This design comes from an exercise in tuning for small area, a short achievable clock period and few clock cycles on the open sky130 flow, not from production work.
In this exercise RTL edits were held to simulation tests only and were not proved equivalent to the original.

wip/ember:
## mul
module mul (
    input wire clk,
    input wire rst_n,
    input wire [32-1:0] multiplicand_i,
    input wire [32-1:0] multiplier_i,
    input wire                       valid_in,
    input wire                       ctrl_ready_i,
    input wire [                3:0] op_i,
    input wire [ 5-1:0] reg_waddr_i,
    input wire [3-1:0] commit_id_i,
    output reg [32-1:0] result_o,
    output reg                       valid_o,
    output reg [ 5-1:0] reg_waddr_o,
    output reg [3-1:0] commit_id_o
);
clock: 10.0 ns
lec_check: 0
cap_margin: 20
core_margin: 2
core_utilization: 40
place_density: 0.65
setup_slack_margin: 5
slew_margin: 20
tns_end_percent: 100
standard.sh (not shown) runs the stock make flow with config.mk's settings and CLKGATE_MAP_FILE= SYNTH_SCRIPT=/design/flow/synth_recipe.tcl, a recipe that flattens the netlist after the stock synthesis.
==> flow/flow/run.sh <==
#!/bin/bash
set -o pipefail
bash standard.sh SETUP_SLACK_MARGIN=6.2 finish > standard_flow.log 2>&1
Testbench counts of wip/ember, summed over its fixed seeds: cycles 8,824.
Inputs modified between wip/ember and wip/xenon:
# wip/ember
export LEC_CHECK = 0
export CAP_MARGIN = 20
export CORE_MARGIN = 2
export CORE_UTILIZATION = 40
export PLACE_DENSITY = 0.65
export SETUP_SLACK_MARGIN = 5
export SLEW_MARGIN = 20
export TNS_END_PERCENT = 100
create_clock -name core_clock -period 10.0 [get_ports {clk}]
# wip/xenon
export LEC_CHECK = 0
export CAP_MARGIN = 20
export CORE_MARGIN = 2
export CORE_UTILIZATION = 40
export CTS_BUF_LIST = sky130_fd_sc_hd__clkbuf_4 sky130_fd_sc_hd__clkbuf_8
export CTS_CLUSTER_SIZE = 30
export PLACE_DENSITY = 0.65
export SETUP_SLACK_MARGIN = 5
export SLEW_MARGIN = 20
export TNS_END_PERCENT = 100
create_clock -name core_clock -period 10.0 [get_ports {clk}]
==> flow/flow/run.sh <==
#!/bin/bash
set -o pipefail
bash standard.sh SETUP_SLACK_MARGIN=6.0 "BUFFER_PORTS_ARGS=-buffer_cell sky130_fd_sc_hd__buf_2" finish > standard_flow.log 2>&1
## What came out
Looking at worst hold margin, wip/xenon sits 0.0032 ns below wip/ember. When the final numbers for wip/xenon and wip/ember were put side by side, the area added between synthesis and finish turned out to be smaller in wip/xenon. Compared with wip/ember, wip/xenon shows a higher data required time of the critical path. Largest incremental delay on the critical path on wip/xenon is up relative to wip/ember. Between wip/xenon and wip/ember, the difference in number of cells after detailed placement is negligible. Looking only at number of fillers in the final layout, and setting everything else aside, the higher value of wip/xenon and wip/ember goes to wip/xenon. wip/xenon does worse than wip/ember on maximum frequency. Compared to wip/ember, wip/xenon has part of the cycle the worst path needs 1.2 points higher.
--- input diff wip/xenon..wip/harbor ---
# wip/xenon
export LEC_CHECK = 0
export CAP_MARGIN = 20
export CORE_MARGIN = 2
export CORE_UTILIZATION = 40
export CTS_BUF_LIST = sky130_fd_sc_hd__clkbuf_4 sky130_fd_sc_hd__clkbuf_8
export CTS_CLUSTER_SIZE = 30
export PLACE_DENSITY = 0.65
export SETUP_SLACK_MARGIN = 5
export SLEW_MARGIN = 20
export TNS_END_PERCENT = 100
create_clock -name core_clock -period 10.0 [get_ports {clk}]
# wip/harbor
export LEC_CHECK = 0
export CAP_MARGIN = 20
export CORE_MARGIN = 2
export CORE_UTILIZATION = 40
export PLACE_DENSITY = 0.65
export SETUP_SLACK_MARGIN = 5
export SLEW_MARGIN = 20
export TNS_END_PERCENT = 100
create_clock -name core_clock -period 10.0 [get_ports {clk}]
==> flow/flow/run.sh <==
#!/bin/bash
set -o pipefail
bash standard.sh SETUP_SLACK_MARGIN=6.5 finish > standard_flow.log 2>&1
## What came out
In the route summary, wip/harbor ends up with a via count exceeding that of wip/xenon. Comparing wip/harbor against wip/xenon, there is no change at all in number of sinks on the clock net. In wip/harbor, weighted congestion at the end of routability-driven global placement is higher than in wip/xenon. Sequential share of cell area for wip/harbor is lower than for wip/xenon. Worst setup timing slack at the placement stage: wip/harbor vs wip/xenon up 0.041 ns. wip/harbor: utilization higher than wip/xenon. | required time of the critical path | higher: wip/xenon |.
[inputs] wip/delta vs wip/harbor
# wip/harbor
export LEC_CHECK = 0
export CAP_MARGIN = 20
export CORE_MARGIN = 2
export CORE_UTILIZATION = 40
export PLACE_DENSITY = 0.65
export SETUP_SLACK_MARGIN = 5
export SLEW_MARGIN = 20
export TNS_END_PERCENT = 100
create_clock -name core_clock -period 10.0 [get_ports {clk}]
# wip/delta
export LEC_CHECK = 0
export CAP_MARGIN = 20
export CORE_MARGIN = 2
export CORE_UTILIZATION = 55
export PLACE_DENSITY = 0.75
export SETUP_SLACK_MARGIN = 5
export SLEW_MARGIN = 20
export TNS_END_PERCENT = 100
create_clock -name core_clock -period 10.0 [get_ports {clk}]
==> flow/flow/run.sh <==
#!/bin/bash
set -o pipefail
bash standard.sh SETUP_SLACK_MARGIN=6.2 finish > standard_flow.log 2>&1
==> comparison <==
- Re global routing met1 resource utilization: wip/delta is 7.8 points up on wip/harbor.
- Looking at floorplan core area, wip/delta sits 28% lower than wip/harbor does.
- Compared with wip/harbor, number of clock buffers in the layout in wip/delta decreased by a little under 10%.
- The via count of wip/delta is higher than that of wip/harbor.
- Diff wip/harbor -> wip/delta: number of cells upsized or downsized after cts decreased by about 64% relative to the old numbers; mean cell area of the mapped netlist held.

static timing again, ports no longer ideal:
No port has a modelled driver above. Below, the same layouts with a new extraction and two added sets of constraints.
Step 1: set_driving_cell puts a clkbuf_16 on clk and a buf_2 on each other input, an assumption about the parent block.
Step 2 times the ports against the registers' clock, not the clock port: input delays grow and output delays shrink by t, the midpoint of the rising clock arrivals with the driver on.
Slacks: ideal ports / drivers / drivers and shift; pairs: ideal ports / drivers.
run	t, ns	setup WS [ns]	worst setup path after step 2	slew at the worst register clock pin (ns)	worst slew at a driven data input, ns
wip/ember	0.651	6.151 / 6.151 / 5.730	input to register	0.07 / 0.07	0.06
wip/xenon	0.772	6.035 / 6.035 / 6.035	register to register	0.08 / 0.08	0.06
wip/harbor	0.670	6.270 / 6.270 / 6.008	input to register	0.07 / 0.07	0.05
wip/delta	0.647	6.177 / 6.177 / 5.892	input to register	0.06 / 0.06	0.06
After both steps every run listed still meets setup and hold. For wip/ember, which loses most, drivers alone change the setup slack by 0.000 ns; drivers and shift together by -0.421 ns.
